What follows belongs to an exercise in optimizing a design on an open flow for small area and a short achievable clock period; a production flow would make more cautious choices.
Function was not checked in any run shown here: the RTL went through the layout flow alone.

==> flow/design.v <==
`timescale 1ns/1ns
module ParallelFIR(input wire clk,
                   input wire signed [7:0] x,
                   output reg signed [17:0] y);
  reg [7:0] x1, x2, x3, x4, x5, x6, x7, x8, x9, x10, x11, x12, x13, x14, x15, x16, x17;
  reg p4_0_0, p4_1_0, p4_1_1, p4_2_0, p4_2_1, p4_3_0, p4_3_1, p4_4_0, p4_4_1, p4_5_0, p4_5_1, p4_6_0, p4_6_1, p4_7_0, p4_7_1, p4_8_0, p4_8_1, p4_9_0, p4_9_1, p4_10_0, p4_10_1, p4_11_0, p4_11_1, p4_12_0, p4_12_1, p4_13_0, p3_0_0, p3_0_1, p3_1_0, p3_1_1, p3_2_0, p3_2_1, p3_3_0, p3_3_1, p3_4_0, p3_4_1, p3_5_0, p3_5_1, p3_6_0, p3_6_1, p3_7_0, p3_7_1, p3_8_0, p3_8_1, p3_9_0, p3_9_1, p3_10_0, p3_10_1, p3_11_0, p3_11_1, p3_12_0, p3_12_1, p3_13_0, p3_13_1, p3_14_0, p3_14_1, p3_15_0, p3_15_1, p2_0_0, p2_0_1, p2_1_0, p2_1_1, p2_2_0, p2_2_1, p2_3_0, p2_3_1, p2_4_0, p2_4_1, p2_5_0, p2_5_1, p2_6_0, p2_6_1, p2_7_0, p2_7_1, p2_8_0, p2_8_1, p2_9_0, p2_9_1, p2_10_0, p2_10_1, p2_11_0, p2_11_1, p2_12_0, p2_12_1, p2_13_0, p2_13_1, p2_14_0, p2_14_1, p2_15_0, p2_15_1, p2_16_0, p2_16_1, p1_0_0, p1_0_1, p1_1_0, p1_1_1, p1_2_0, p1_2_1, p1_3_0, p1_3_1, p1_4_0, p1_4_1, p1_5_0, p1_5_1, p1_6_0, p1_6_1, p1_7_0, p1_7_1, p1_8_0, p1_8_1, p1_9_0, p1_9_1, p1_10_0, p1_10_1, p1_11_0, p1_11_1, p1_12_0, p1_12_1, p1_13_0, p1_13_1, p1_14_0, p1_14_1, p1_15_0, p1_15_1, p1_16_0, p1_16_1, p1_17_0;
  wire [7:0] xo = {~x[7], x[6:0]};
  wire s1 = 1'b1 ^ x12[1];
  wire c1 = 1'b1 & x12[1];
  wire s2, c2;
  FullAdd u2 (.a(1'b1), .b(x12[2]), .c(x15[7]), .s(s2), .co(c2));
  wire s3, c3;
  FullAdd u3 (.a(1'b1), .b(x15[3]), .c(x16[2]), .s(s3), .co(c3));
  wire n4 = ~x12[2];
  wire n5 = ~x12[0];
  wire s6 = n4 ^ n5;
  wire c6 = n4 & n5;
  wire s7, c7;
  FullAdd u7 (.a(1'b1), .b(x15[4]), .c(x16[3]), .s(s7), .co(c7));
  wire s8, c8;
  FullAdd u8 (.a(x12[3]), .b(x12[1]), .c(x13[1]), .s(s8), .co(c8));
  wire n9 = ~x14[3];
  wire n10 = ~x14[1];
  wire s11 = n9 ^ n10;
  wire c11 = n9 & n10;
  wire s12, c12;
  FullAdd u12 (.a(x12[0]), .b(x15[5]), .c(x16[4]), .s(s12), .co(c12));
  wire s13, c13;
  FullAdd u13 (.a(x12[4]), .b(x12[2]), .c(x13[2]), .s(s13), .co(c13));
  wire s14, c14;
  FullAdd u14 (.a(x14[4]), .b(x14[2]), .c(x17[4]), .s(s14), .co(c14));
  wire s15, c15;
  FullAdd u15 (.a(x12[5]), .b(x12[3]), .c(x13[3]), .s(s15), .co(c15));
  wire s16, c16;
  FullAdd u16 (.a(x14[5]), .b(x14[3]), .c(x17[5]), .s(s16), .co(c16));
  wire s17, c17;
  FullAdd u17 (.a(x15[6]), .b(x16[5]), .c(s1), .s(s17), .co(c17));
  wire s18, c18;
  FullAdd u18 (.a(x12[6]), .b(x12[4]), .c(x13[4]), .s(s18), .co(c18));
  wire s19, c19;
  FullAdd u19 (.a(x14[6]), .b(x14[4]), .c(x17[6]), .s(s19), .co(c19));
  wire s20, c20;
  FullAdd u20 (.a(x16[6]), .b(c1), .c(s2), .s(s20), .co(c20));
  wire s21, c21;
  FullAdd u21 (.a(x12[7]), .b(x12[5]), .c(x13[5]), .s(s21), .co(c21));
  wire s22, c22;
  FullAdd u22 (.a(x14[7]), .b(x14[5]), .c(x17[7]), .s(s22), .co(c22));
  wire s23, c23;
  FullAdd u23 (.a(x12[3]), .b(x16[7]), .c(c2), .s(s23), .co(c23));
  wire n24 = ~x12[6];
  wire s25 = n24 ^ x12[4];
  wire c25 = n24 & x12[4];
  wire s26 = x15[1] ^ x16[0];
  wire c26 = x15[1] & x16[0];
  wire s27, c27;
  FullAdd u27 (.a(1'b1), .b(x15[2]), .c(x16[1]), .s(s27), .co(c27));
  wire n28 = ~x12[1];
  wire s29 = n28 ^ n10;
  wire c29 = n28 & n10;
  wire s30, c30;
  FullAdd u30 (.a(x13[0]), .b(x14[2]), .c(x14[0]), .s(s30), .co(c30));
  wire n31 = ~x17[2];
  wire s32, c32;
  FullAdd u32 (.a(n31), .b(s6), .c(s3), .s(s32), .co(c32));
  wire s33, c33;
  FullAdd u33 (.a(c6), .b(s11), .c(c3), .s(s33), .co(c33));
  wire n34 = ~s7;
  wire s35, c35;
  FullAdd u35 (.a(x17[3]), .b(n34), .c(s8), .s(s35), .co(c35));
  wire s36, c36;
  FullAdd u36 (.a(c11), .b(c7), .c(s12), .s(s36), .co(c36));
  wire s37, c37;
  FullAdd u37 (.a(c8), .b(s13), .c(s14), .s(s37), .co(c37));
  wire s38, c38;
  FullAdd u38 (.a(c13), .b(c14), .c(s15), .s(s38), .co(c38));
  wire n39 = ~s16;
  wire s40, c40;
  FullAdd u40 (.a(c12), .b(n39), .c(s17), .s(s40), .co(c40));
  wire s41, c41;
  FullAdd u41 (.a(c15), .b(c16), .c(s18), .s(s41), .co(c41));
  wire n42 = ~s19;
  wire s43, c43;
  FullAdd u43 (.a(n42), .b(c17), .c(s20), .s(s43), .co(c43));
  wire s44, c44;
  FullAdd u44 (.a(c18), .b(c19), .c(s21), .s(s44), .co(c44));
  wire n45 = ~s22;
  wire s46, c46;
  FullAdd u46 (.a(n45), .b(c20), .c(s23), .s(s46), .co(c46));
  wire s47, c47;
  FullAdd u47 (.a(x13[6]), .b(x14[6]), .c(c21), .s(s47), .co(c47));
  wire n48 = ~c22;
  wire s49, c49;
  FullAdd u49 (.a(s25), .b(n48), .c(c23), .s(s49), .co(c49));
  wire s50, c50;
  FullAdd u50 (.a(x12[7]), .b(x13[7]), .c(x14[7]), .s(s50), .co(c50));
  wire s51, c51;
  FullAdd u51 (.a(1'b1), .b(x12[5]), .c(c25), .s(s51), .co(c51));
  wire n52 = ~x14[0];
  wire s53 = n5 ^ n52;
  wire c53 = n5 & n52;
  wire s54, c54;
  FullAdd u54 (.a(c26), .b(s29), .c(s27), .s(s54), .co(c54));
  wire s55, c55;
  FullAdd u55 (.a(c29), .b(c27), .c(s32), .s(s55), .co(c55));
  wire n56 = ~c30;
  wire s57, c57;
  FullAdd u57 (.a(n56), .b(c32), .c(s33), .s(s57), .co(c57));
  wire n58 = ~s37;
  wire s59, c59;
  FullAdd u59 (.a(c33), .b(s36), .c(n58), .s(s59), .co(c59));
  wire n60 = ~c36;
  wire s61, c61;
  FullAdd u61 (.a(n60), .b(c37), .c(s38), .s(s61), .co(c61));
  wire n62 = ~c40;
  wire s63, c63;
  FullAdd u63 (.a(c38), .b(s41), .c(n62), .s(s63), .co(c63));
  wire n64 = ~c43;
  wire s65, c65;
  FullAdd u65 (.a(c41), .b(s44), .c(n64), .s(s65), .co(c65));
  wire n66 = ~c46;
  wire s67, c67;
  FullAdd u67 (.a(c44), .b(s47), .c(n66), .s(s67), .co(c67));
  wire n68 = ~s51;
  wire s69, c69;
  FullAdd u69 (.a(s50), .b(n68), .c(c47), .s(s69), .co(c69));
  wire s70, c70;
  FullAdd u70 (.a(1'b1), .b(x12[6]), .c(c51), .s(s70), .co(c70));
  wire s71 = s26 ^ s53;
  wire c71 = s26 & s53;
  wire n72 = ~x17[1];
  wire s73, c73;
  FullAdd u73 (.a(n72), .b(c53), .c(s54), .s(s73), .co(c73));
  wire n74 = ~s30;
  wire s75, c75;
  FullAdd u75 (.a(n74), .b(c54), .c(s55), .s(s75), .co(c75));
  wire n76 = ~s35;
  wire s77, c77;
  FullAdd u77 (.a(n76), .b(c55), .c(s57), .s(s77), .co(c77));
  wire n78 = ~c35;
  wire s79, c79;
  FullAdd u79 (.a(n78), .b(c57), .c(s59), .s(s79), .co(c79));
  wire n80 = ~s61;
  wire s81, c81;
  FullAdd u81 (.a(s40), .b(c59), .c(n80), .s(s81), .co(c81));
  wire n82 = ~s43;
  wire s83, c83;
  FullAdd u83 (.a(c61), .b(n82), .c(s63), .s(s83), .co(c83));
  wire n84 = ~s46;
  wire s85, c85;
  FullAdd u85 (.a(n84), .b(c63), .c(s65), .s(s85), .co(c85));
  wire n86 = ~s49;
  wire s87, c87;
  FullAdd u87 (.a(n86), .b(c65), .c(s67), .s(s87), .co(c87));
  wire n88 = ~c49;
  wire s89, c89;
  FullAdd u89 (.a(n88), .b(s69), .c(c67), .s(s89), .co(c89));
  wire n90 = ~s70;
  wire s91, c91;
  FullAdd u91 (.a(c50), .b(n90), .c(c69), .s(s91), .co(c91));
  wire s92, c92;
  FullAdd u92 (.a(1'b1), .b(x12[7]), .c(c70), .s(s92), .co(c92));
  wire s93 = p4_4_0 ^ p4_4_1;
  wire c93 = p4_4_0 & p4_4_1;
  wire s94, c94;
  FullAdd u94 (.a(p4_5_0), .b(p4_5_1), .c(x9[4]), .s(s94), .co(c94));
  wire s95, c95;
  FullAdd u95 (.a(p4_6_0), .b(p4_6_1), .c(x9[5]), .s(s95), .co(c95));
  wire s96, c96;
  FullAdd u96 (.a(x9[0]), .b(x10[3]), .c(x11[6]), .s(s96), .co(c96));
  wire s97 = x11[4] ^ x11[2];
  wire c97 = x11[4] & x11[2];
  wire s98, c98;
  FullAdd u98 (.a(p4_7_0), .b(x9[6]), .c(x9[1]), .s(s98), .co(c98));
  wire s99, c99;
  FullAdd u99 (.a(x10[4]), .b(x11[7]), .c(x11[5]), .s(s99), .co(c99));
  wire s100, c100;
  FullAdd u100 (.a(x11[3]), .b(x12[5]), .c(x12[3]), .s(s100), .co(c100));
  wire n101 = ~p4_7_1;
  wire n102 = ~x9[3];
  wire s103 = n101 ^ n102;
  wire c103 = n101 & n102;
  wire s104, c104;
  FullAdd u104 (.a(x9[7]), .b(x9[2]), .c(x10[5]), .s(s104), .co(c104));
  wire s105, c105;
  FullAdd u105 (.a(x11[6]), .b(x11[4]), .c(x12[6]), .s(s105), .co(c105));
  wire s106, c106;
  FullAdd u106 (.a(p4_8_0), .b(p4_8_1), .c(x9[4]), .s(s106), .co(c106));
  wire n107 = ~x10[2];
  wire n108 = ~x11[2];
  wire s109 = n107 ^ n108;
  wire c109 = n107 & n108;
  wire s110, c110;
  FullAdd u110 (.a(x9[3]), .b(x10[6]), .c(x11[7]), .s(s110), .co(c110));
  wire s111, c111;
  FullAdd u111 (.a(x11[5]), .b(x12[7]), .c(x12[5]), .s(s111), .co(c111));
  wire s112, c112;
  FullAdd u112 (.a(p4_9_0), .b(p4_9_1), .c(x9[5]), .s(s112), .co(c112));
  wire s113, c113;
  FullAdd u113 (.a(x9[4]), .b(x10[7]), .c(x11[6]), .s(s113), .co(c113));
  wire n114 = ~p4_10_0;
  wire n115 = ~p4_10_1;
  wire s116 = n114 ^ n115;
  wire c116 = n114 & n115;
  wire s117 = x9[5] ^ x11[7];
  wire c117 = x9[5] & x11[7];
  wire s118 = p4_3_0 ^ p4_3_1;
  wire c118 = p4_3_0 & p4_3_1;
  wire s119, c119;
  FullAdd u119 (.a(x9[3]), .b(x10[1]), .c(x11[4]), .s(s119), .co(c119));
  wire s120, c120;
  FullAdd u120 (.a(x11[2]), .b(x11[0]), .c(x12[2]), .s(s120), .co(c120));
  wire s121, c121;
  FullAdd u121 (.a(x10[2]), .b(x11[5]), .c(x11[3]), .s(s121), .co(c121));
  wire s122, c122;
  FullAdd u122 (.a(x11[1]), .b(x12[3]), .c(x12[1]), .s(s122), .co(c122));
  wire s123 = c93 ^ s94;
  wire c123 = c93 & s94;
  wire s124, c124;
  FullAdd u124 (.a(x9[2]), .b(x10[0]), .c(x11[0]), .s(s124), .co(c124));
  wire s125, c125;
  FullAdd u125 (.a(x12[4]), .b(x12[2]), .c(s97), .s(s125), .co(c125));
  wire s126, c126;
  FullAdd u126 (.a(c94), .b(s95), .c(s96), .s(s126), .co(c126));
  wire s127, c127;
  FullAdd u127 (.a(c97), .b(s103), .c(c95), .s(s127), .co(c127));
  wire s128, c128;
  FullAdd u128 (.a(c96), .b(s98), .c(s99), .s(s128), .co(c128));
  wire n129 = ~s100;
  wire s130, c130;
  FullAdd u130 (.a(x10[1]), .b(x11[1]), .c(n129), .s(s130), .co(c130));
  wire s131, c131;
  FullAdd u131 (.a(x12[4]), .b(c103), .c(s109), .s(s131), .co(c131));
  wire s132, c132;
  FullAdd u132 (.a(c98), .b(c99), .c(c100), .s(s132), .co(c132));
  wire n133 = ~s106;
  wire s134, c134;
  FullAdd u134 (.a(s104), .b(s105), .c(n133), .s(s134), .co(c134));
  wire s135, c135;
  FullAdd u135 (.a(c109), .b(c104), .c(c105), .s(s135), .co(c135));
  wire s136, c136;
  FullAdd u136 (.a(x10[3]), .b(x11[3]), .c(c106), .s(s136), .co(c136));
  wire n137 = ~s112;
  wire s138, c138;
  FullAdd u138 (.a(s110), .b(s111), .c(n137), .s(s138), .co(c138));
  wire s139, c139;
  FullAdd u139 (.a(x9[6]), .b(x10[4]), .c(x11[4]), .s(s139), .co(c139));
  wire s140, c140;
  FullAdd u140 (.a(x12[6]), .b(s116), .c(c110), .s(s140), .co(c140));
  wire n141 = ~c112;
  wire s142, c142;
  FullAdd u142 (.a(c111), .b(n141), .c(s113), .s(s142), .co(c142));
  wire s143, c143;
  FullAdd u143 (.a(p4_11_0), .b(p4_11_1), .c(x9[7]), .s(s143), .co(c143));
  wire s144, c144;
  FullAdd u144 (.a(x12[7]), .b(s117), .c(c116), .s(s144), .co(c144));
  wire n145 = ~c113;
  wire s146, c146;
  FullAdd u146 (.a(x10[5]), .b(x11[5]), .c(n145), .s(s146), .co(c146));
  wire s147, c147;
  FullAdd u147 (.a(p4_12_0), .b(x10[6]), .c(x11[6]), .s(s147), .co(c147));
  wire s148 = p4_12_1 ^ x9[6];
  wire c148 = p4_12_1 & x9[6];
  wire s149 = 1'b1 ^ p4_13_0;
  wire c149 = 1'b1 & p4_13_0;
  wire s150, c150;
  FullAdd u150 (.a(p4_2_0), .b(p4_2_1), .c(x9[1]), .s(s150), .co(c150));
  wire s151, c151;
  FullAdd u151 (.a(x9[2]), .b(x10[0]), .c(x11[3]), .s(s151), .co(c151));
  wire s152 = x11[1] ^ x12[1];
  wire c152 = x11[1] & x12[1];
  wire s153, c153;
  FullAdd u153 (.a(x12[0]), .b(c118), .c(s93), .s(s153), .co(c153));
  wire n154 = ~x9[0];
  wire s155, c155;
  FullAdd u155 (.a(n154), .b(s119), .c(s120), .s(s155), .co(c155));
  wire s156, c156;
  FullAdd u156 (.a(c119), .b(c120), .c(s121), .s(s156), .co(c156));
  wire n157 = ~x9[1];
  wire s158, c158;
  FullAdd u158 (.a(n157), .b(s122), .c(s123), .s(s158), .co(c158));
  wire s159, c159;
  FullAdd u159 (.a(c121), .b(c122), .c(c123), .s(s159), .co(c159));
  wire n160 = ~s124;
  wire s161, c161;
  FullAdd u161 (.a(n160), .b(s125), .c(s126), .s(s161), .co(c161));
  wire s162, c162;
  FullAdd u162 (.a(c125), .b(c126), .c(s127), .s(s162), .co(c162));
  wire n163 = ~s128;
  wire s164, c164;
  FullAdd u164 (.a(c124), .b(n163), .c(s130), .s(s164), .co(c164));
  wire s165, c165;
  FullAdd u165 (.a(s131), .b(c127), .c(c128), .s(s165), .co(c165));
  wire n166 = ~c130;
  wire s167, c167;
  FullAdd u167 (.a(s132), .b(n166), .c(s134), .s(s167), .co(c167));
  wire s168, c168;
  FullAdd u168 (.a(c131), .b(c132), .c(s135), .s(s168), .co(c168));
  wire n169 = ~s136;
  wire s170, c170;
  FullAdd u170 (.a(n169), .b(c134), .c(s138), .s(s170), .co(c170));
  wire s171, c171;
  FullAdd u171 (.a(c135), .b(s140), .c(c138), .s(s171), .co(c171));
  wire n172 = ~s142;
  wire s173, c173;
  FullAdd u173 (.a(s139), .b(c136), .c(n172), .s(s173), .co(c173));
  wire s174, c174;
  FullAdd u174 (.a(s144), .b(c140), .c(c142), .s(s174), .co(c174));
  wire s175, c175;
  FullAdd u175 (.a(c139), .b(s143), .c(s146), .s(s175), .co(c175));
  wire s176, c176;
  FullAdd u176 (.a(s148), .b(c117), .c(c144), .s(s176), .co(c176));
  wire s177, c177;
  FullAdd u177 (.a(c143), .b(s147), .c(c146), .s(s177), .co(c177));
  wire s178, c178;
  FullAdd u178 (.a(x9[7]), .b(c148), .c(s149), .s(s178), .co(c178));
  wire s179, c179;
  FullAdd u179 (.a(x10[7]), .b(x11[7]), .c(c147), .s(s179), .co(c179));
  wire s180 = p4_1_0 ^ x9[0];
  wire c180 = p4_1_0 & x9[0];
  wire s181, c181;
  FullAdd u181 (.a(x11[2]), .b(x11[0]), .c(x12[0]), .s(s181), .co(c181));
  wire s182, c182;
  FullAdd u182 (.a(s152), .b(s118), .c(c150), .s(s182), .co(c182));
  wire s183, c183;
  FullAdd u183 (.a(c152), .b(c151), .c(s153), .s(s183), .co(c183));
  wire s184, c184;
  FullAdd u184 (.a(c153), .b(c155), .c(s156), .s(s184), .co(c184));
  wire s185, c185;
  FullAdd u185 (.a(c156), .b(c158), .c(s159), .s(s185), .co(c185));
  wire s186, c186;
  FullAdd u186 (.a(c159), .b(c161), .c(s162), .s(s186), .co(c186));
  wire s187, c187;
  FullAdd u187 (.a(c162), .b(s165), .c(s167), .s(s187), .co(c187));
  wire s188, c188;
  FullAdd u188 (.a(c165), .b(s168), .c(c167), .s(s188), .co(c188));
  wire s189, c189;
  FullAdd u189 (.a(c168), .b(c170), .c(s171), .s(s189), .co(c189));
  wire n190 = ~c173;
  wire s191, c191;
  FullAdd u191 (.a(c171), .b(s174), .c(n190), .s(s191), .co(c191));
  wire n192 = ~c175;
  wire s193, c193;
  FullAdd u193 (.a(s176), .b(c174), .c(n192), .s(s193), .co(c193));
  wire n194 = ~s179;
  wire s195, c195;
  FullAdd u195 (.a(s178), .b(n194), .c(c176), .s(s195), .co(c195));
  wire s196, c196;
  FullAdd u196 (.a(1'b1), .b(c149), .c(c178), .s(s196), .co(c196));
  wire s197 = 1'b1 ^ p4_0_0;
  wire c197 = 1'b1 & p4_0_0;
  wire n198 = ~p4_1_1;
  wire s199, c199;
  FullAdd u199 (.a(n198), .b(x11[1]), .c(s180), .s(s199), .co(c199));
  wire s200, c200;
  FullAdd u200 (.a(c180), .b(s181), .c(s150), .s(s200), .co(c200));
  wire s201, c201;
  FullAdd u201 (.a(c181), .b(s151), .c(s182), .s(s201), .co(c201));
  wire s202, c202;
  FullAdd u202 (.a(c182), .b(s155), .c(s183), .s(s202), .co(c202));
  wire s203, c203;
  FullAdd u203 (.a(c183), .b(s158), .c(s184), .s(s203), .co(c203));
  wire s204, c204;
  FullAdd u204 (.a(c184), .b(s161), .c(s185), .s(s204), .co(c204));
  wire n205 = ~s164;
  wire s206, c206;
  FullAdd u206 (.a(n205), .b(c185), .c(s186), .s(s206), .co(c206));
  wire n207 = ~c164;
  wire s208, c208;
  FullAdd u208 (.a(n207), .b(c186), .c(s187), .s(s208), .co(c208));
  wire s209, c209;
  FullAdd u209 (.a(s170), .b(c187), .c(s188), .s(s209), .co(c209));
  wire n210 = ~s173;
  wire s211, c211;
  FullAdd u211 (.a(n210), .b(c188), .c(s189), .s(s211), .co(c211));
  wire n212 = ~s175;
  wire s213, c213;
  FullAdd u213 (.a(n212), .b(c189), .c(s191), .s(s213), .co(c213));
  wire n214 = ~s177;
  wire s215, c215;
  FullAdd u215 (.a(n214), .b(c191), .c(s193), .s(s215), .co(c215));
  wire n216 = ~c177;
  wire s217, c217;
  FullAdd u217 (.a(n216), .b(s195), .c(c193), .s(s217), .co(c217));
  wire n218 = ~c179;
  wire s219, c219;
  FullAdd u219 (.a(n218), .b(s196), .c(c195), .s(s219), .co(c219));
  wire s220, c220;
  FullAdd u220 (.a(p3_6_0), .b(p3_6_1), .c(x6[6]), .s(s220), .co(c220));
  wire s221 = x6[4] ^ x6[2];
  wire c221 = x6[4] & x6[2];
  wire s222, c222;
  FullAdd u222 (.a(p3_7_0), .b(p3_7_1), .c(x6[7]), .s(s222), .co(c222));
  wire s223, c223;
  FullAdd u223 (.a(x6[5]), .b(x6[3]), .c(x7[4]), .s(s223), .co(c223));
  wire s224, c224;
  FullAdd u224 (.a(x8[6]), .b(x8[1]), .c(x9[0]), .s(s224), .co(c224));
  wire s225, c225;
  FullAdd u225 (.a(p3_8_0), .b(p3_8_1), .c(x6[6]), .s(s225), .co(c225));
  wire s226, c226;
  FullAdd u226 (.a(x6[4]), .b(x7[5]), .c(x8[7]), .s(s226), .co(c226));
  wire s227 = x8[2] ^ x9[1];
  wire c227 = x8[2] & x9[1];
  wire s228, c228;
  FullAdd u228 (.a(p3_9_0), .b(p3_9_1), .c(x6[7]), .s(s228), .co(c228));
  wire s229, c229;
  FullAdd u229 (.a(x6[5]), .b(x7[6]), .c(x8[3]), .s(s229), .co(c229));
  wire s230, c230;
  FullAdd u230 (.a(p3_10_0), .b(p3_10_1), .c(x6[6]), .s(s230), .co(c230));
  wire s231 = p3_3_0 ^ p3_3_1;
  wire c231 = p3_3_0 & p3_3_1;
  wire s232, c232;
  FullAdd u232 (.a(p3_4_0), .b(p3_4_1), .c(x6[4]), .s(s232), .co(c232));
  wire s233, c233;
  FullAdd u233 (.a(x6[2]), .b(x6[0]), .c(x7[1]), .s(s233), .co(c233));
  wire s234, c234;
  FullAdd u234 (.a(p3_5_0), .b(p3_5_1), .c(x6[5]), .s(s234), .co(c234));
  wire s235, c235;
  FullAdd u235 (.a(x6[3]), .b(x6[1]), .c(x7[2]), .s(s235), .co(c235));
  wire n236 = ~x8[1];
  wire s237 = x8[4] ^ n236;
  wire c237 = x8[4] & n236;
  wire s238, c238;
  FullAdd u238 (.a(x7[3]), .b(x8[5]), .c(x8[0]), .s(s238), .co(c238));
  wire s239, c239;
  FullAdd u239 (.a(x6[0]), .b(x7[0]), .c(x8[2]), .s(s239), .co(c239));
  wire n240 = ~x9[6];
  wire s241, c241;
  FullAdd u241 (.a(n240), .b(s221), .c(s220), .s(s241), .co(c241));
  wire s242, c242;
  FullAdd u242 (.a(x6[1]), .b(x7[1]), .c(x8[3]), .s(s242), .co(c242));
  wire s243, c243;
  FullAdd u243 (.a(c221), .b(c220), .c(s222), .s(s243), .co(c243));
  wire n244 = ~x9[7];
  wire s245, c245;
  FullAdd u245 (.a(n244), .b(s223), .c(s224), .s(s245), .co(c245));
  wire s246, c246;
  FullAdd u246 (.a(x6[2]), .b(x7[2]), .c(x8[4]), .s(s246), .co(c246));
  wire s247, c247;
  FullAdd u247 (.a(s227), .b(c222), .c(c223), .s(s247), .co(c247));
  wire s248, c248;
  FullAdd u248 (.a(c224), .b(s225), .c(s226), .s(s248), .co(c248));
  wire s249, c249;
  FullAdd u249 (.a(x6[3]), .b(x7[3]), .c(x8[5]), .s(s249), .co(c249));
  wire s250, c250;
  FullAdd u250 (.a(x9[2]), .b(c227), .c(c225), .s(s250), .co(c250));
  wire s251, c251;
  FullAdd u251 (.a(c226), .b(s228), .c(s229), .s(s251), .co(c251));
  wire s252, c252;
  FullAdd u252 (.a(x7[7]), .b(x8[4]), .c(x9[3]), .s(s252), .co(c252));
  wire s253, c253;
  FullAdd u253 (.a(x6[4]), .b(x7[4]), .c(x8[6]), .s(s253), .co(c253));
  wire s254, c254;
  FullAdd u254 (.a(c228), .b(c229), .c(s230), .s(s254), .co(c254));
  wire s255, c255;
  FullAdd u255 (.a(p3_11_0), .b(p3_11_1), .c(x6[7]), .s(s255), .co(c255));
  wire s256, c256;
  FullAdd u256 (.a(x6[5]), .b(x7[5]), .c(x8[7]), .s(s256), .co(c256));
  wire s257, c257;
  FullAdd u257 (.a(x8[5]), .b(x9[4]), .c(c230), .s(s257), .co(c257));
  wire s258, c258;
  FullAdd u258 (.a(p3_12_0), .b(p3_12_1), .c(x8[6]), .s(s258), .co(c258));
  wire n259 = ~x6[6];
  wire n260 = ~x7[6];
  wire s261 = n259 ^ n260;
  wire c261 = n259 & n260;
  wire s262, c262;
  FullAdd u262 (.a(p3_13_0), .b(p3_13_1), .c(x8[7]), .s(s262), .co(c262));
  wire s263 = p3_1_0 ^ p3_1_1;
  wire c263 = p3_1_0 & p3_1_1;
  wire s264, c264;
  FullAdd u264 (.a(p3_2_0), .b(p3_2_1), .c(x6[2]), .s(s264), .co(c264));
  wire s265 = x6[0] ^ x8[1];
  wire c265 = x6[0] & x8[1];
  wire s266, c266;
  FullAdd u266 (.a(x6[3]), .b(x6[1]), .c(x7[0]), .s(s266), .co(c266));
  wire s267, c267;
  FullAdd u267 (.a(x8[2]), .b(n102), .c(s231), .s(s267), .co(c267));
  wire s268, c268;
  FullAdd u268 (.a(x8[3]), .b(c231), .c(s232), .s(s268), .co(c268));
  wire n269 = ~s233;
  wire s270, c270;
  FullAdd u270 (.a(x8[0]), .b(x9[4]), .c(n269), .s(s270), .co(c270));
  wire s271, c271;
  FullAdd u271 (.a(s237), .b(c232), .c(c233), .s(s271), .co(c271));
  wire n272 = ~x9[5];
  wire s273, c273;
  FullAdd u273 (.a(n272), .b(s234), .c(s235), .s(s273), .co(c273));
  wire s274, c274;
  FullAdd u274 (.a(c237), .b(c234), .c(c235), .s(s274), .co(c274));
  wire n275 = ~s239;
  wire s276, c276;
  FullAdd u276 (.a(s238), .b(n275), .c(s241), .s(s276), .co(c276));
  wire s277, c277;
  FullAdd u277 (.a(c238), .b(c241), .c(s243), .s(s277), .co(c277));
  wire n278 = ~s245;
  wire s279, c279;
  FullAdd u279 (.a(c239), .b(s242), .c(n278), .s(s279), .co(c279));
  wire s280, c280;
  FullAdd u280 (.a(c243), .b(c245), .c(s247), .s(s280), .co(c280));
  wire n281 = ~s248;
  wire s282, c282;
  FullAdd u282 (.a(c242), .b(s246), .c(n281), .s(s282), .co(c282));
  wire s283, c283;
  FullAdd u283 (.a(c247), .b(c248), .c(s250), .s(s283), .co(c283));
  wire n284 = ~s251;
  wire s285, c285;
  FullAdd u285 (.a(c246), .b(s249), .c(n284), .s(s285), .co(c285));
  wire s286, c286;
  FullAdd u286 (.a(s252), .b(c250), .c(c251), .s(s286), .co(c286));
  wire n287 = ~s254;
  wire s288, c288;
  FullAdd u288 (.a(c249), .b(s253), .c(n287), .s(s288), .co(c288));
  wire s289, c289;
  FullAdd u289 (.a(c252), .b(s255), .c(c254), .s(s289), .co(c289));
  wire n290 = ~s257;
  wire s291, c291;
  FullAdd u291 (.a(c253), .b(s256), .c(n290), .s(s291), .co(c291));
  wire s292, c292;
  FullAdd u292 (.a(x9[5]), .b(s261), .c(c255), .s(s292), .co(c292));
  wire n293 = ~c256;
  wire s294, c294;
  FullAdd u294 (.a(n293), .b(s258), .c(c257), .s(s294), .co(c294));
  wire s295, c295;
  FullAdd u295 (.a(x9[6]), .b(c261), .c(c258), .s(s295), .co(c295));
  wire n296 = ~s262;
  wire s297, c297;
  FullAdd u297 (.a(x6[7]), .b(x7[7]), .c(n296), .s(s297), .co(c297));
  wire s298, c298;
  FullAdd u298 (.a(p3_14_0), .b(p3_14_1), .c(x9[7]), .s(s298), .co(c298));
  wire s299 = p3_0_0 ^ p3_0_1;
  wire c299 = p3_0_0 & p3_0_1;
  wire s300, c300;
  FullAdd u300 (.a(x6[1]), .b(x8[0]), .c(s263), .s(s300), .co(c300));
  wire s301, c301;
  FullAdd u301 (.a(c263), .b(s265), .c(s264), .s(s301), .co(c301));
  wire s302, c302;
  FullAdd u302 (.a(c265), .b(c264), .c(s266), .s(s302), .co(c302));
  wire s303, c303;
  FullAdd u303 (.a(c266), .b(c267), .c(s268), .s(s303), .co(c303));
  wire s304, c304;
  FullAdd u304 (.a(c268), .b(s271), .c(s273), .s(s304), .co(c304));
  wire s305, c305;
  FullAdd u305 (.a(c271), .b(c273), .c(s274), .s(s305), .co(c305));
  wire s306, c306;
  FullAdd u306 (.a(c274), .b(c276), .c(s277), .s(s306), .co(c306));
  wire n307 = ~c279;
  wire s308, c308;
  FullAdd u308 (.a(c277), .b(s280), .c(n307), .s(s308), .co(c308));
  wire n309 = ~c282;
  wire s310, c310;
  FullAdd u310 (.a(c280), .b(s283), .c(n309), .s(s310), .co(c310));
  wire n311 = ~c285;
  wire s312, c312;
  FullAdd u312 (.a(c283), .b(s286), .c(n311), .s(s312), .co(c312));
  wire n313 = ~c288;
  wire s314, c314;
  FullAdd u314 (.a(c286), .b(s289), .c(n313), .s(s314), .co(c314));
  wire s315, c315;
  FullAdd u315 (.a(s292), .b(c289), .c(s294), .s(s315), .co(c315));
  wire s316, c316;
  FullAdd u316 (.a(c292), .b(s295), .c(c294), .s(s316), .co(c316));
  wire s317, c317;
  FullAdd u317 (.a(c262), .b(s298), .c(c295), .s(s317), .co(c317));
  wire s318 = p3_15_0 ^ p3_15_1;
  wire c318 = p3_15_0 & p3_15_1;
  wire s319 = x6[0] ^ s299;
  wire c319 = x6[0] & s299;
  wire s320, c320;
  FullAdd u320 (.a(n157), .b(c299), .c(s300), .s(s320), .co(c320));
  wire n321 = ~x9[2];
  wire s322, c322;
  FullAdd u322 (.a(n321), .b(c300), .c(s301), .s(s322), .co(c322));
  wire s323, c323;
  FullAdd u323 (.a(s267), .b(c301), .c(s302), .s(s323), .co(c323));
  wire n324 = ~s270;
  wire s325, c325;
  FullAdd u325 (.a(c302), .b(n324), .c(s303), .s(s325), .co(c325));
  wire n326 = ~c270;
  wire s327, c327;
  FullAdd u327 (.a(n326), .b(c303), .c(s304), .s(s327), .co(c327));
  wire s328, c328;
  FullAdd u328 (.a(c304), .b(s305), .c(s276), .s(s328), .co(c328));
  wire n329 = ~s279;
  wire s330, c330;
  FullAdd u330 (.a(c305), .b(n329), .c(s306), .s(s330), .co(c330));
  wire n331 = ~s282;
  wire s332, c332;
  FullAdd u332 (.a(n331), .b(c306), .c(s308), .s(s332), .co(c332));
  wire n333 = ~s285;
  wire s334, c334;
  FullAdd u334 (.a(n333), .b(c308), .c(s310), .s(s334), .co(c334));
  wire n335 = ~s288;
  wire s336, c336;
  FullAdd u336 (.a(n335), .b(c310), .c(s312), .s(s336), .co(c336));
  wire n337 = ~s291;
  wire s338, c338;
  FullAdd u338 (.a(n337), .b(c312), .c(s314), .s(s338), .co(c338));
  wire n339 = ~c291;
  wire s340, c340;
  FullAdd u340 (.a(n339), .b(s315), .c(c314), .s(s340), .co(c340));
  wire n341 = ~s297;
  wire s342, c342;
  FullAdd u342 (.a(n341), .b(c315), .c(s316), .s(s342), .co(c342));
  wire n343 = ~c297;
  wire s344, c344;
  FullAdd u344 (.a(n343), .b(s317), .c(c316), .s(s344), .co(c344));
  wire s345, c345;
  FullAdd u345 (.a(s318), .b(c298), .c(c317), .s(s345), .co(c345));
  wire s346 = p2_4_0 ^ p2_4_1;
  wire c346 = p2_4_0 & p2_4_1;
  wire s347, c347;
  FullAdd u347 (.a(p2_5_0), .b(p2_5_1), .c(x2[5]), .s(s347), .co(c347));
  wire s348 = x5[0] ^ x6[3];
  wire c348 = x5[0] & x6[3];
  wire s349, c349;
  FullAdd u349 (.a(p2_6_0), .b(p2_6_1), .c(x2[6]), .s(s349), .co(c349));
  wire s350, c350;
  FullAdd u350 (.a(x5[1]), .b(x6[4]), .c(x6[2]), .s(s350), .co(c350));
  wire s351, c351;
  FullAdd u351 (.a(p2_7_0), .b(p2_7_1), .c(x2[7]), .s(s351), .co(c351));
  wire s352, c352;
  FullAdd u352 (.a(x5[2]), .b(x6[5]), .c(x6[3]), .s(s352), .co(c352));
  wire s353, c353;
  FullAdd u353 (.a(p2_8_0), .b(p2_8_1), .c(x5[3]), .s(s353), .co(c353));
  wire s354 = x6[6] ^ x6[4];
  wire c354 = x6[6] & x6[4];
  wire s355 = p2_9_0 ^ p2_9_1;
  wire c355 = p2_9_0 & p2_9_1;
  wire s356, c356;
  FullAdd u356 (.a(p2_3_0), .b(p2_3_1), .c(x2[3]), .s(s356), .co(c356));
  wire n357 = ~x3[2];
  wire n358 = ~x3[0];
  wire s359 = n357 ^ n358;
  wire c359 = n357 & n358;
  wire s360, c360;
  FullAdd u360 (.a(x2[4]), .b(x6[2]), .c(x6[0]), .s(s360), .co(c360));
  wire s361, c361;
  FullAdd u361 (.a(x3[3]), .b(x3[1]), .c(x4[1]), .s(s361), .co(c361));
  wire n362 = ~x5[3];
  wire n363 = ~x5[1];
  wire s364 = n362 ^ n363;
  wire c364 = n362 & n363;
  wire s365, c365;
  FullAdd u365 (.a(x3[4]), .b(x3[2]), .c(x4[2]), .s(s365), .co(c365));
  wire s366, c366;
  FullAdd u366 (.a(x6[1]), .b(c346), .c(s348), .s(s366), .co(c366));
  wire n367 = ~s347;
  wire s368, c368;
  FullAdd u368 (.a(x5[4]), .b(x5[2]), .c(n367), .s(s368), .co(c368));
  wire s369, c369;
  FullAdd u369 (.a(x3[5]), .b(x3[3]), .c(x4[3]), .s(s369), .co(c369));
  wire s370, c370;
  FullAdd u370 (.a(c348), .b(c347), .c(s349), .s(s370), .co(c370));
  wire n371 = ~s350;
  wire s372, c372;
  FullAdd u372 (.a(x5[5]), .b(x5[3]), .c(n371), .s(s372), .co(c372));
  wire s373, c373;
  FullAdd u373 (.a(x3[6]), .b(x3[4]), .c(x4[4]), .s(s373), .co(c373));
  wire s374, c374;
  FullAdd u374 (.a(c349), .b(c350), .c(s351), .s(s374), .co(c374));
  wire n375 = ~s352;
  wire s376, c376;
  FullAdd u376 (.a(x5[6]), .b(x5[4]), .c(n375), .s(s376), .co(c376));
  wire s377, c377;
  FullAdd u377 (.a(x3[7]), .b(x3[5]), .c(x4[5]), .s(s377), .co(c377));
  wire s378, c378;
  FullAdd u378 (.a(s354), .b(c351), .c(c352), .s(s378), .co(c378));
  wire n379 = ~s353;
  wire s380, c380;
  FullAdd u380 (.a(x5[7]), .b(x5[5]), .c(n379), .s(s380), .co(c380));
  wire s381, c381;
  FullAdd u381 (.a(x5[4]), .b(x6[7]), .c(x6[5]), .s(s381), .co(c381));
  wire s382, c382;
  FullAdd u382 (.a(x3[6]), .b(x4[6]), .c(x5[6]), .s(s382), .co(c382));
  wire s383, c383;
  FullAdd u383 (.a(c354), .b(s355), .c(c353), .s(s383), .co(c383));
  wire s384, c384;
  FullAdd u384 (.a(p2_10_0), .b(p2_10_1), .c(x5[5]), .s(s384), .co(c384));
  wire s385, c385;
  FullAdd u385 (.a(x3[7]), .b(x4[7]), .c(x5[7]), .s(s385), .co(c385));
  wire s386 = x6[6] ^ c355;
  wire c386 = x6[6] & c355;
  wire s387 = p2_11_0 ^ p2_11_1;
  wire c387 = p2_11_0 & p2_11_1;
  wire s388 = p2_1_0 ^ p2_1_1;
  wire c388 = p2_1_0 & p2_1_1;
  wire s389, c389;
  FullAdd u389 (.a(p2_2_0), .b(p2_2_1), .c(x2[2]), .s(s389), .co(c389));
  wire n390 = ~x3[1];
  wire s391 = n390 ^ n363;
  wire c391 = n390 & n363;
  wire s392, c392;
  FullAdd u392 (.a(x4[0]), .b(x5[2]), .c(x5[0]), .s(s392), .co(c392));
  wire s393, c393;
  FullAdd u393 (.a(x6[1]), .b(s359), .c(s356), .s(s393), .co(c393));
  wire s394, c394;
  FullAdd u394 (.a(s346), .b(c359), .c(s364), .s(s394), .co(c394));
  wire n395 = ~s361;
  wire s396, c396;
  FullAdd u396 (.a(c356), .b(s360), .c(n395), .s(s396), .co(c396));
  wire s397, c397;
  FullAdd u397 (.a(c364), .b(c360), .c(s366), .s(s397), .co(c397));
  wire s398, c398;
  FullAdd u398 (.a(c361), .b(s365), .c(s368), .s(s398), .co(c398));
  wire s399, c399;
  FullAdd u399 (.a(c365), .b(s369), .c(c368), .s(s399), .co(c399));
  wire n400 = ~s372;
  wire s401, c401;
  FullAdd u401 (.a(c366), .b(s370), .c(n400), .s(s401), .co(c401));
  wire s402, c402;
  FullAdd u402 (.a(c369), .b(s373), .c(c372), .s(s402), .co(c402));
  wire n403 = ~s376;
  wire s404, c404;
  FullAdd u404 (.a(c370), .b(s374), .c(n403), .s(s404), .co(c404));
  wire s405, c405;
  FullAdd u405 (.a(c373), .b(s377), .c(c376), .s(s405), .co(c405));
  wire n406 = ~s380;
  wire s407, c407;
  FullAdd u407 (.a(c374), .b(s378), .c(n406), .s(s407), .co(c407));
  wire s408, c408;
  FullAdd u408 (.a(s381), .b(c378), .c(s383), .s(s408), .co(c408));
  wire s409, c409;
  FullAdd u409 (.a(c377), .b(s382), .c(c380), .s(s409), .co(c409));
  wire s410, c410;
  FullAdd u410 (.a(c381), .b(s384), .c(s386), .s(s410), .co(c410));
  wire n411 = ~c383;
  wire s412, c412;
  FullAdd u412 (.a(c382), .b(s385), .c(n411), .s(s412), .co(c412));
  wire s413, c413;
  FullAdd u413 (.a(x5[6]), .b(x6[7]), .c(s387), .s(s413), .co(c413));
  wire n414 = ~c385;
  wire s415, c415;
  FullAdd u415 (.a(c384), .b(n414), .c(c386), .s(s415), .co(c415));
  wire s416, c416;
  FullAdd u416 (.a(p2_12_0), .b(p2_12_1), .c(x5[7]), .s(s416), .co(c416));
  wire s417 = x2[1] ^ s388;
  wire c417 = x2[1] & s388;
  wire s418, c418;
  FullAdd u418 (.a(x6[0]), .b(c388), .c(s391), .s(s418), .co(c418));
  wire s419, c419;
  FullAdd u419 (.a(c391), .b(c389), .c(s393), .s(s419), .co(c419));
  wire s420, c420;
  FullAdd u420 (.a(s394), .b(c393), .c(s396), .s(s420), .co(c420));
  wire s421, c421;
  FullAdd u421 (.a(c394), .b(c396), .c(s397), .s(s421), .co(c421));
  wire n422 = ~c397;
  wire s423, c423;
  FullAdd u423 (.a(n422), .b(c398), .c(s399), .s(s423), .co(c423));
  wire n424 = ~c401;
  wire s425, c425;
  FullAdd u425 (.a(c399), .b(s402), .c(n424), .s(s425), .co(c425));
  wire n426 = ~c404;
  wire s427, c427;
  FullAdd u427 (.a(c402), .b(s405), .c(n426), .s(s427), .co(c427));
  wire n428 = ~s408;
  wire s429, c429;
  FullAdd u429 (.a(c405), .b(n428), .c(s409), .s(s429), .co(c429));
  wire n430 = ~c409;
  wire s431, c431;
  FullAdd u431 (.a(s410), .b(c408), .c(n430), .s(s431), .co(c431));
  wire s432, c432;
  FullAdd u432 (.a(s413), .b(c410), .c(s415), .s(s432), .co(c432));
  wire s433, c433;
  FullAdd u433 (.a(c387), .b(s416), .c(c413), .s(s433), .co(c433));
  wire s434 = p2_13_0 ^ p2_13_1;
  wire c434 = p2_13_0 & p2_13_1;
  wire s435 = p2_0_0 ^ x2[0];
  wire c435 = p2_0_0 & x2[0];
  wire n436 = ~s417;
  wire s437, c437;
  FullAdd u437 (.a(x3[0]), .b(x5[0]), .c(n436), .s(s437), .co(c437));
  wire s438, c438;
  FullAdd u438 (.a(s389), .b(c417), .c(s418), .s(s438), .co(c438));
  wire n439 = ~s392;
  wire s440, c440;
  FullAdd u440 (.a(n439), .b(c418), .c(s419), .s(s440), .co(c440));
  wire n441 = ~c392;
  wire s442, c442;
  FullAdd u442 (.a(n441), .b(c419), .c(s420), .s(s442), .co(c442));
  wire n443 = ~s398;
  wire s444, c444;
  FullAdd u444 (.a(c420), .b(n443), .c(s421), .s(s444), .co(c444));
  wire n445 = ~s423;
  wire s446, c446;
  FullAdd u446 (.a(s401), .b(c421), .c(n445), .s(s446), .co(c446));
  wire n447 = ~s404;
  wire s448, c448;
  FullAdd u448 (.a(n447), .b(c423), .c(s425), .s(s448), .co(c448));
  wire n449 = ~s407;
  wire s450, c450;
  FullAdd u450 (.a(n449), .b(c425), .c(s427), .s(s450), .co(c450));
  wire n451 = ~c407;
  wire s452, c452;
  FullAdd u452 (.a(n451), .b(s429), .c(c427), .s(s452), .co(c452));
  wire n453 = ~s431;
  wire s454, c454;
  FullAdd u454 (.a(s412), .b(c429), .c(n453), .s(s454), .co(c454));
  wire n455 = ~c412;
  wire s456, c456;
  FullAdd u456 (.a(n455), .b(s432), .c(c431), .s(s456), .co(c456));
  wire s457, c457;
  FullAdd u457 (.a(c415), .b(s433), .c(c432), .s(s457), .co(c457));
  wire s458, c458;
  FullAdd u458 (.a(s434), .b(c416), .c(c433), .s(s458), .co(c458));
  wire s459, c459;
  FullAdd u459 (.a(p2_14_0), .b(p2_14_1), .c(c434), .s(s459), .co(c459));
  wire s460 = p2_15_0 ^ p2_15_1;
  wire c460 = p2_15_0 & p2_15_1;
  wire s461 = p2_16_0 ^ p2_16_1;
  wire c461 = p2_16_0 & p2_16_1;
  wire s462 = p1_1_0 ^ x2[0];
  wire c462 = p1_1_0 & x2[0];
  wire n463 = ~p1_2_1;
  wire s464, c464;
  FullAdd u464 (.a(p1_2_0), .b(n463), .c(x1[1]), .s(s464), .co(c464));
  wire s465, c465;
  FullAdd u465 (.a(p1_3_0), .b(p1_3_1), .c(x2[2]), .s(s465), .co(c465));
  wire s466, c466;
  FullAdd u466 (.a(p1_4_0), .b(p1_4_1), .c(x2[3]), .s(s466), .co(c466));
  wire s467, c467;
  FullAdd u467 (.a(p1_5_0), .b(p1_5_1), .c(x2[4]), .s(s467), .co(c467));
  wire s468, c468;
  FullAdd u468 (.a(p1_6_0), .b(p1_6_1), .c(x2[5]), .s(s468), .co(c468));
  wire n469 = ~p1_7_0;
  wire s470, c470;
  FullAdd u470 (.a(n469), .b(p1_7_1), .c(x1[6]), .s(s470), .co(c470));
  wire s471, c471;
  FullAdd u471 (.a(p1_8_0), .b(p1_8_1), .c(x1[7]), .s(s471), .co(c471));
  wire n472 = ~p1_1_1;
  wire n473 = ~x1[0];
  wire s474 = n472 ^ n473;
  wire c474 = n472 & n473;
  wire n475 = ~s464;
  wire s476, c476;
  FullAdd u476 (.a(x2[1]), .b(c462), .c(n475), .s(s476), .co(c476));
  wire n477 = ~s465;
  wire s478, c478;
  FullAdd u478 (.a(x1[2]), .b(c464), .c(n477), .s(s478), .co(c478));
  wire n479 = ~x1[3];
  wire s480, c480;
  FullAdd u480 (.a(n479), .b(c465), .c(s466), .s(s480), .co(c480));
  wire n481 = ~x1[4];
  wire s482, c482;
  FullAdd u482 (.a(n481), .b(c466), .c(s467), .s(s482), .co(c482));
  wire n483 = ~x1[5];
  wire s484, c484;
  FullAdd u484 (.a(n483), .b(c467), .c(s468), .s(s484), .co(c484));
  wire n485 = ~s470;
  wire s486, c486;
  FullAdd u486 (.a(x2[6]), .b(c468), .c(n485), .s(s486), .co(c486));
  wire n487 = ~x2[7];
  wire s488, c488;
  FullAdd u488 (.a(n487), .b(c470), .c(s471), .s(s488), .co(c488));
  wire s489, c489;
  FullAdd u489 (.a(p1_9_0), .b(p1_9_1), .c(c471), .s(s489), .co(c489));
  wire n490 = ~p1_10_0;
  wire n491 = ~p1_10_1;
  wire s492 = n490 ^ n491;
  wire c492 = n490 & n491;
  wire n493 = ~p1_11_0;
  wire s494 = n493 ^ p1_11_1;
  wire c494 = n493 & p1_11_1;
  wire s495 = p1_12_0 ^ p1_12_1;
  wire c495 = p1_12_0 & p1_12_1;
  wire s496 = p1_13_0 ^ p1_13_1;
  wire c496 = p1_13_0 & p1_13_1;
  wire s497 = p1_14_0 ^ p1_14_1;
  wire c497 = p1_14_0 & p1_14_1;
  wire s498 = p1_15_0 ^ p1_15_1;
  wire c498 = p1_15_0 & p1_15_1;
  wire s499 = p1_16_0 ^ p1_16_1;
  wire c499 = p1_16_0 & p1_16_1;
  wire s500 = 1'b1 ^ p1_17_0;
  wire c500 = 1'b1 & p1_17_0;
  wire [17:0] r0 = {c499, c498, c497, c496, c495, c494, c492, ~c489, ~c488, c486, c484, c482, c480, ~c478, c476, c474, s474, p1_0_0};
  wire [17:0] r1 = {s500, s499, s498, s497, s496, s495, s494, s492, ~s489, ~s488, s486, s484, s482, s480, ~s478, s476, s462, ~p1_0_1};
  always @(posedge clk) begin
    x1 <= xo;
    x2 <= x1;
    x3 <= x2;
    x4 <= x3;
    x5 <= x4;
    x6 <= x5;
    x7 <= x6;
    x8 <= x7;
    x9 <= x8;
    x10 <= x9;
    x11 <= x10;
    x12 <= x11;
    x13 <= x12;
    x14 <= x13;
    x15 <= x14;
    x16 <= x15;
    x17 <= x16;
    p4_0_0 <= x15[0];
    p4_1_0 <= s71;
    p4_1_1 <= x17[0];
    p4_2_0 <= c71;
    p4_2_1 <= s73;
    p4_3_0 <= c73;
    p4_3_1 <= s75;
    p4_4_0 <= c75;
    p4_4_1 <= s77;
    p4_5_0 <= c77;
    p4_5_1 <= s79;
    p4_6_0 <= c79;
    p4_6_1 <= s81;
    p4_7_0 <= c81;
    p4_7_1 <= s83;
    p4_8_0 <= c83;
    p4_8_1 <= s85;
    p4_9_0 <= c85;
    p4_9_1 <= s87;
    p4_10_0 <= c87;
    p4_10_1 <= s89;
    p4_11_0 <= c89;
    p4_11_1 <= s91;
    p4_12_0 <= c91;
    p4_12_1 <= s92;
    p4_13_0 <= c92;
    p3_0_0 <= s197;
    p3_0_1 <= x11[0];
    p3_1_0 <= c197;
    p3_1_1 <= s199;
    p3_2_0 <= c199;
    p3_2_1 <= s200;
    p3_3_0 <= c200;
    p3_3_1 <= s201;
    p3_4_0 <= c201;
    p3_4_1 <= s202;
    p3_5_0 <= c202;
    p3_5_1 <= s203;
    p3_6_0 <= c203;
    p3_6_1 <= s204;
    p3_7_0 <= c204;
    p3_7_1 <= s206;
    p3_8_0 <= c206;
    p3_8_1 <= s208;
    p3_9_0 <= c208;
    p3_9_1 <= s209;
    p3_10_0 <= c209;
    p3_10_1 <= s211;
    p3_11_0 <= c211;
    p3_11_1 <= s213;
    p3_12_0 <= c213;
    p3_12_1 <= s215;
    p3_13_0 <= c215;
    p3_13_1 <= s217;
    p3_14_0 <= c217;
    p3_14_1 <= s219;
    p3_15_0 <= c219;
    p3_15_1 <= c196;
    p2_0_0 <= s319;
    p2_0_1 <= x9[0];
    p2_1_0 <= c319;
    p2_1_1 <= s320;
    p2_2_0 <= c320;
    p2_2_1 <= s322;
    p2_3_0 <= c322;
    p2_3_1 <= s323;
    p2_4_0 <= c323;
    p2_4_1 <= s325;
    p2_5_0 <= c325;
    p2_5_1 <= s327;
    p2_6_0 <= c327;
    p2_6_1 <= s328;
    p2_7_0 <= c328;
    p2_7_1 <= s330;
    p2_8_0 <= c330;
    p2_8_1 <= s332;
    p2_9_0 <= c332;
    p2_9_1 <= s334;
    p2_10_0 <= c334;
    p2_10_1 <= s336;
    p2_11_0 <= c336;
    p2_11_1 <= s338;
    p2_12_0 <= c338;
    p2_12_1 <= s340;
    p2_13_0 <= c340;
    p2_13_1 <= s342;
    p2_14_0 <= c342;
    p2_14_1 <= s344;
    p2_15_0 <= c344;
    p2_15_1 <= s345;
    p2_16_0 <= c345;
    p2_16_1 <= c318;
    p1_0_0 <= s435;
    p1_0_1 <= p2_0_1;
    p1_1_0 <= c435;
    p1_1_1 <= s437;
    p1_2_0 <= c437;
    p1_2_1 <= s438;
    p1_3_0 <= c438;
    p1_3_1 <= s440;
    p1_4_0 <= c440;
    p1_4_1 <= s442;
    p1_5_0 <= c442;
    p1_5_1 <= s444;
    p1_6_0 <= c444;
    p1_6_1 <= s446;
    p1_7_0 <= c446;
    p1_7_1 <= s448;
    p1_8_0 <= c448;
    p1_8_1 <= s450;
    p1_9_0 <= c450;
    p1_9_1 <= s452;
    p1_10_0 <= c452;
    p1_10_1 <= s454;
    p1_11_0 <= c454;
    p1_11_1 <= s456;
    p1_12_0 <= c456;
    p1_12_1 <= s457;
    p1_13_0 <= c457;
    p1_13_1 <= s458;
    p1_14_0 <= c458;
    p1_14_1 <= s459;
    p1_15_0 <= c459;
    p1_15_1 <= s460;
    p1_16_0 <= c460;
    p1_16_1 <= s461;
    p1_17_0 <= c461;
    y <= r0 + r1;
  end
endmodule
module FullAdd(input wire a, input wire b, input wire c,
               output wire s, output wire co);
  assign s = a ^ b ^ c;
  assign co = (a & b) | (a & c) | (b & c);
endmodule
==> flow/flow/run.sh <==
#!/bin/bash
# The standard layout, with repair_timing asked to keep extra setup margin
# (the SDC and its clock period are unchanged) so that it sizes the design for
# a shorter achieved period.  Each tool's output is in the ORFS logs; make's
# output is in standard.log.
set -e
export SETUP_SLACK_MARGIN=7.7
bash standard.sh > standard.log 2>&1
==> flow/standard.sh <==
#!/bin/bash
# synth_recipe.tcl (not shown) runs the flow's synth.tcl, then flattens the netlist and writes it again
# the make line also repeats each setting of config.mk as NAME=value (left out here)
make -C /OpenROAD-flow-scripts/flow DESIGN_CONFIG=/design/flow/config.mk WORK_HOME=/design/flow/orfs CLKGATE_MAP_FILE= SYNTH_SCRIPT=/design/flow/synth_recipe.tcl "${@:-finish}"
==> flow/config.mk <==
export PLATFORM = sky130hd
export DESIGN_NAME = ParallelFIR
export DESIGN_NICKNAME = ParallelFIR
export VERILOG_FILES = /design/flow/design.v
export SDC_FILE = /design/flow/constraint.sdc
export NUM_CORES = 4
export LEC_CHECK = 0
export CAP_MARGIN = 20
export CORE_MARGIN = 2
export CORE_UTILIZATION = 50
export SLEW_MARGIN = 20
export SYNTH_HIERARCHICAL = 1
export SYNTH_MINIMUM_KEEP_SIZE = 0
==> flow/constraint.sdc <==
create_clock -name core_clock -period 11.0 [get_ports {clk}]
set_input_delay 2.2000 -clock core_clock [delete_from_list [all_inputs] [get_ports {clk}]]
set_output_delay 2.2000 -clock core_clock [all_outputs]
set_load 0.01 [all_outputs]
==> results of run 1 <==
-- metrics by stage --
step	hold WS (ps)	instances	cell area (sq um)	setup slack (ps)
after floorplan	310	911	13900	8040
after global placement	312	1304	14600	7730
after detailed placement	316	1304	14600	7730
after CTS	331	1359	15600	7670
after global routing	358	1359	15600	7700
final	330	1359	15600	7740
-- cell usage in the layout (no fill, tap or decap), drive strengths merged, types with 9 or more instances in the layout --
cell	instances
dfxtp	276
nor2	12
clkinv	9
ha	69
buf	9
a21oi	13
clkbuf	48
xnor2	14
inv	149
fa	312
-- repair_timing --
| item | in CTS | in global routing |
|---|---|---|
| endpoints found under the setup margin | 18 | 22 |
| hold endpoints to repair | 0 | 0 |
| resized for setup | 50 | 19 |
-- logic make-up after synthesis --
family,Yosys count,synth area share [%]
adders and majority gates,381,51.3
xor gates and xnor gates,16,1.01
and+or+nand+nor,35,1.28
AOI/OAI and AO/OA,41,2.27
other,1,0.0270
DFF,276,39.8
buffers and inverters,154,4.30
-- cell type report --
type	instances	area, sq um
clock inverter	13	165
clock buffer	42	897
inverter	149	559
sequential	276	5530
timing repair buffer	26	189
multi-input combinational	481	7770
fill	2227	11500
tap	372	465
-- modules after synthesis (local to each module, per instance) --
module / cells / copies in the design / flops+latches / cell area (sq um)
FullAdd: 1 / 311 / 0 / 20.0
ParallelFIR: 593 / 1 / 276 / 7640
-- how the worst max path moves through the flow --
stage,depth (start not counted),from,to
2_1_floorplan,5,x9[2],p3_8_1
3_3_place_gp,5,x9[2],p3_8_1
3_5_place_dp,6,x9[4],p3_8_1
4_1_cts,1,y[17],y[17]
5_1_grt,1,y[4],y[4]
6_report,1,y[4],y[4]
-- layer usage --
layer	track usage, %	part of all wire [%]
met1	25.3	45
met2	28.6	50
met5	0	0
met4	3.98	2.0
met3	2.57	3.3
==> results.cfg, run 1 <==
[run_status]
outcome = no timing/DRC/antenna violations

[yosys]
synth_top_area_share_pct = 45.0
ys.flop_type = dfxtp_1
yosysWarnings = 7
synth_seq_cells = 276
yosysSeqAreaShare_pct = 39.8
synth_commonest_cells = fa_1 (312), dfxtp_1 (276), inv_1 (149)
syn_area_sq_mm = 0.0139
synth_edf_count = 0
syn_inst = 904
synth_area_leaders = fa_1 (45%), dfxtp_1 (40%), ha_1 (6.2%)
post_synth_num_cell_types = 39
synth-async-reset-ratio_pct = 0
synth_top_area_cell = fa_1
yosysMostFrequentCell = fa_1
postSynthAreaPerCell_sq_um = 15.3

[worst_hold_path]
holdPathEnd = x16[0]
hold_class = reg2reg
min_from = x15[0]
whs_path_depth = 0

[setup_path]
path_delay_family = flip-flops
crit_fanout = 1
crit_slowest_cell = dfxtp_1
cp-end-kind = output pin
path_class = reg2out
r2r_end = p3_8_1
r2r_setup_slack_ps = 7800
cp.arrival_ps = 1060
cp.required_ps = 8800
reg2reg_from = x9[7]
cp_slowest_stage_delay_ps = 310
cp_cell_sequence = clkdlybuf4s15_2
worstSetupStartpointType = flip-flop
crit_buf_inv = 1
worstRegToRegCells = 5

[finish]
drive_gt1_share_pct = 8.92
top_register = y
area_growth_pct = 12.3
final_util_pct = 57.5
layout.nets = 1354
antenna_cells = 0
largest_register_ffs = 18

[timing]
period_minus_slack_ps = 3260
fin_setup_tns_ps = 0
setup_viol = 0
fmax_mhz = 307
relSlewSlack_pct = 63.1
finalHoldViolCount = 0
rsz0062_at_grt = false
period_share_pct = 29.6
worst_pin_slew_ps = 553
clock_skew_ps = 14.5
maxSlewViolCount = 0

[global_route]
antenna_found_initial = 0
grt_usage_pct = 17.6
grt_start_max_net_pins = 15
grt_pass1_vias = 7319
grt.overflow.total = 0
grt_pass1_wl_microns = 38700

[route]
drtIter0Drc = 195
wl_per_cell_microns = 16.7
route.detailed.drc = 0
drt_wl_total_microns = 22700
drtAntennaViolNets = 0
vias_per_cell = 4.65
dr.pass1.iters = 4
vias = 6326

[clock_tree]
insertion_delay_ps = 550
hold_buffers = 0
cts_tree = yes
clock-sinks = 276
cts_buffer_depth = 3
cts_buffers = 30
clkTransAtPathRegs_ps = 60
cts_setup_buffers = 0
htreeDepth = 1
cts_root_buf = clkbuf_16

[floorplan]
io_pins = 27
initial_core_util_pct = 51.2
die_area_sq_mm = 0.0291
core-area_sq_mm = 0.0271
placementRows = 60
fp.dieH_microns = 171
die-width_microns = 171

[run]
cap_violations = 0

[place]
globalplace.congestion = 0.777
post-dp-hpwl_microns = 18400
io_buffer_count = 26
==> run 2: changes to the inputs <==
==> flow/flow/run.sh (replaced) <==
#!/bin/bash
# The standard layout, with repair_timing asked to keep extra setup margin
# (the SDC and its clock period are unchanged) so that it sizes the design for
# a shorter achieved period, and a clock tree without dummy loads.  Each tool's
# output is in the ORFS logs; make's output is in standard.log.
set -e
export SETUP_SLACK_MARGIN=7.7
export CTS_ARGS="-sink_clustering_enable -repair_clock_nets -dont_use_dummy_load"
bash standard.sh > standard.log 2>&1
==> results.cfg, run 2 <==
[finish]
antenna_cells = 0
area_growth_pct = 10.1
layout.nets = 1354
fill_cells = 2247
drive_gt1_share_pct = 6.55
final_cell_mix = fa_1 (312), dfxtp_1 (271), inv_1 (149)
final_util_pct = 56.3
final_common_cell = fa_1
top_register = y
largest_register_ffs = 18

[setup_path]
path_class = reg2out
worstSetupStartpointType = flip-flop
cp.arrival_ps = 1060
crit_buf_inv = 1
cp-end-kind = output pin
cp.depth = 1
cp_cell_sequence = clkdlybuf4s15_1
cp_slowest_stage_delay_ps = 300
cp.required_ps = 8800
worstRegToRegCells = 5
path_delay_family = flip-flops
crit_fanout = 1
crit_slowest_cell = dfxtp_1

[floorplan]
die_area_sq_mm = 0.0291
core-area_sq_mm = 0.0271
placementRows = 60
die-width_microns = 171
io_pins = 27
fp.dieH_microns = 171
initial_core_util_pct = 51.2

[route]
drtIter0Drc = 199
vias_per_cell = 4.67
drtAntennaViolNets = 0
dr.pass1.iters = 4
route.detailed.drc = 0
wl_per_cell_microns = 16.9
drt_wl_total_microns = 22600
vias = 6232

[timing]
fin_ws_ps = 7740
period_share_pct = 29.6
relSlewSlack_pct = 64.6
rsz0062_at_grt = true
fmax_mhz = 307
fin_setup_tns_ps = 0
worst_pin_slew_ps = 530
setup_viol = 0
period_minus_slack_ps = 3260
maxSlewViolCount = 0
clock_skew_ps = 21.4
finalHoldViolCount = 0

[yosys]
synth_edf_count = 0
yosysWarnings = 7
syn_area_sq_mm = 0.0139
synth_seq_cells = 276
synth_commonest_cells = fa_1 (312), dfxtp_1 (276), inv_1 (149)
postSynthAreaPerCell_sq_um = 15.3
ys.flop_type = dfxtp_1
synth_top_area_cell = fa_1
post_synth_num_cell_types = 39
synth-async-reset-ratio_pct = 0
yosysMostFrequentCell = fa_1
synth_area_leaders = fa_1 (45%), dfxtp_1 (40%), ha_1 (6.2%)
syn_inst = 904
synth_top_area_share_pct = 45.0
yosysSeqAreaShare_pct = 39.8

[global_route]
grt_pass1_vias = 7310
grt_usage_pct = 17.5
grt_pass1_wl_microns = 38500
antenna_found_initial = 0
grt_start_max_net_pins = 15
grt.overflow.total = 0

[place]
globalplace.congestion = 0.777
io_buffer_count = 26
post-dp-hpwl_microns = 18400
post-place-ws_ps = 7730

[clock_tree]
htreeDepth = 1
hold_buffers = 0
cts_tree = yes
clkTransAtPathRegs_ps = 60
cts_setup_buffers = 0
cts_buffers = 30
cts_buffer_depth = 3
cts_root_buf = clkbuf_16
clock-sinks = 276
insertion_delay_ps = 550

[run]
cap_violations = 0

[run_status]
outcome = no timing/DRC/antenna violations

[worst_hold_path]
hold_class = reg2reg
whs_path_depth = 0
[run 2: Yosys stat by module (local to each module, per instance)]
module	flops+latches	cell area, sq um	cells inside	copies in the design
ParallelFIR	276	7640	593	1
FullAdd	0	20.0	1	311
[run 2: stage by stage]
step	cells	instance area, sq um	hold slack [ps]
after detailed placement	1304	14600	316
after global placement	1304	14600	312
after global routing	1334	15300	354
after CTS	1334	15300	330
after floorplan	911	13900	310
final	1334	15300	329
[run 2: cells by family (layout without fill, tap and decap cells)]
family,Yosys count,in the layout,share of synthesized area [%]
compound gates,41,41,2.27
xor+xnor,16,16,1.01
fa+ha+maj,381,381,51.3
buf+inv,154,205,4.30
flops,276,276,39.8
other cells,1,8,0.0270
simple gates,35,35,1.28
[run 2: layer usage]
| layer | vias up | GRT usage, % | part of all wire (%) | wire length, microns |
|---|---|---|---|---|
| met4 | 0 | 4.38 | 2.5 | 558 |
| met5 | - | 0 | 0 | 0 |
| met1 | 3306 | 25.1 | 45 | 10100 |
| met3 | 32 | 2.17 | 2.7 | 605 |
| li1 | 2833 | - | - | - |
| met2 | 61 | 28.7 | 50 | 11300 |
[run 2: area by class of cell]
cell class                      count  area, sq um  share of cell area [%]
Multi-Input combinational cell    481         7770                    50.9
Sequential cell                   276         5530                    36.2
Clock buffer                       30          751                    4.92
Inverter                          149          559                    3.66
Tap cell                          372          465                    3.05
Timing Repair Buffer               26          191                    1.25
[run 2: worst paths after layout]
| path | slack [ps] | from | end |
|---|---|---|---|
| max | 7740 | y[14] | y[14] |
| min | 330 | x15[0] | x16[0] |
| max reg2reg | 7800 | x9[7] | p3_8_1 |
| min reg2reg | 330 | x15[0] | x16[0] |
[run 2: timing repair]
action | 4_1_cts | 5_1_grt
endpoints found under the setup margin | 18 | 21
pin swaps | 0 | 0
gates resized for setup | 42 | 20

port drivers added, routing unchanged:
No port has a modelled driver above. Below, the same layouts with a new extraction and two added sets of constraints. Step 1, drivers: a clkbuf_16 drives clk and a buf_2 each remaining input, both assumed. Step 2 times the ports against the registers' clock, not the clock port: input delays grow and output delays shrink by t, the midpoint of the rising clock arrivals with the driver on. Three values: ideal ports, drivers, drivers and shift; two values: the first two.
run | t, ns | setup slack, ns | worst setup path at the end | latest minus earliest clock arrival (ns) | worst register clock-pin slew, ns
run 1 | 0.589 | 7.740 / 7.690 / 7.799 | register to register | 0.016 / 0.016 | 0.06 / 0.06
run 2 | 0.586 | 7.740 / 7.689 / 7.800 | register to register | 0.023 / 0.022 | 0.06 / 0.06
After both steps every run listed still meets setup and hold.
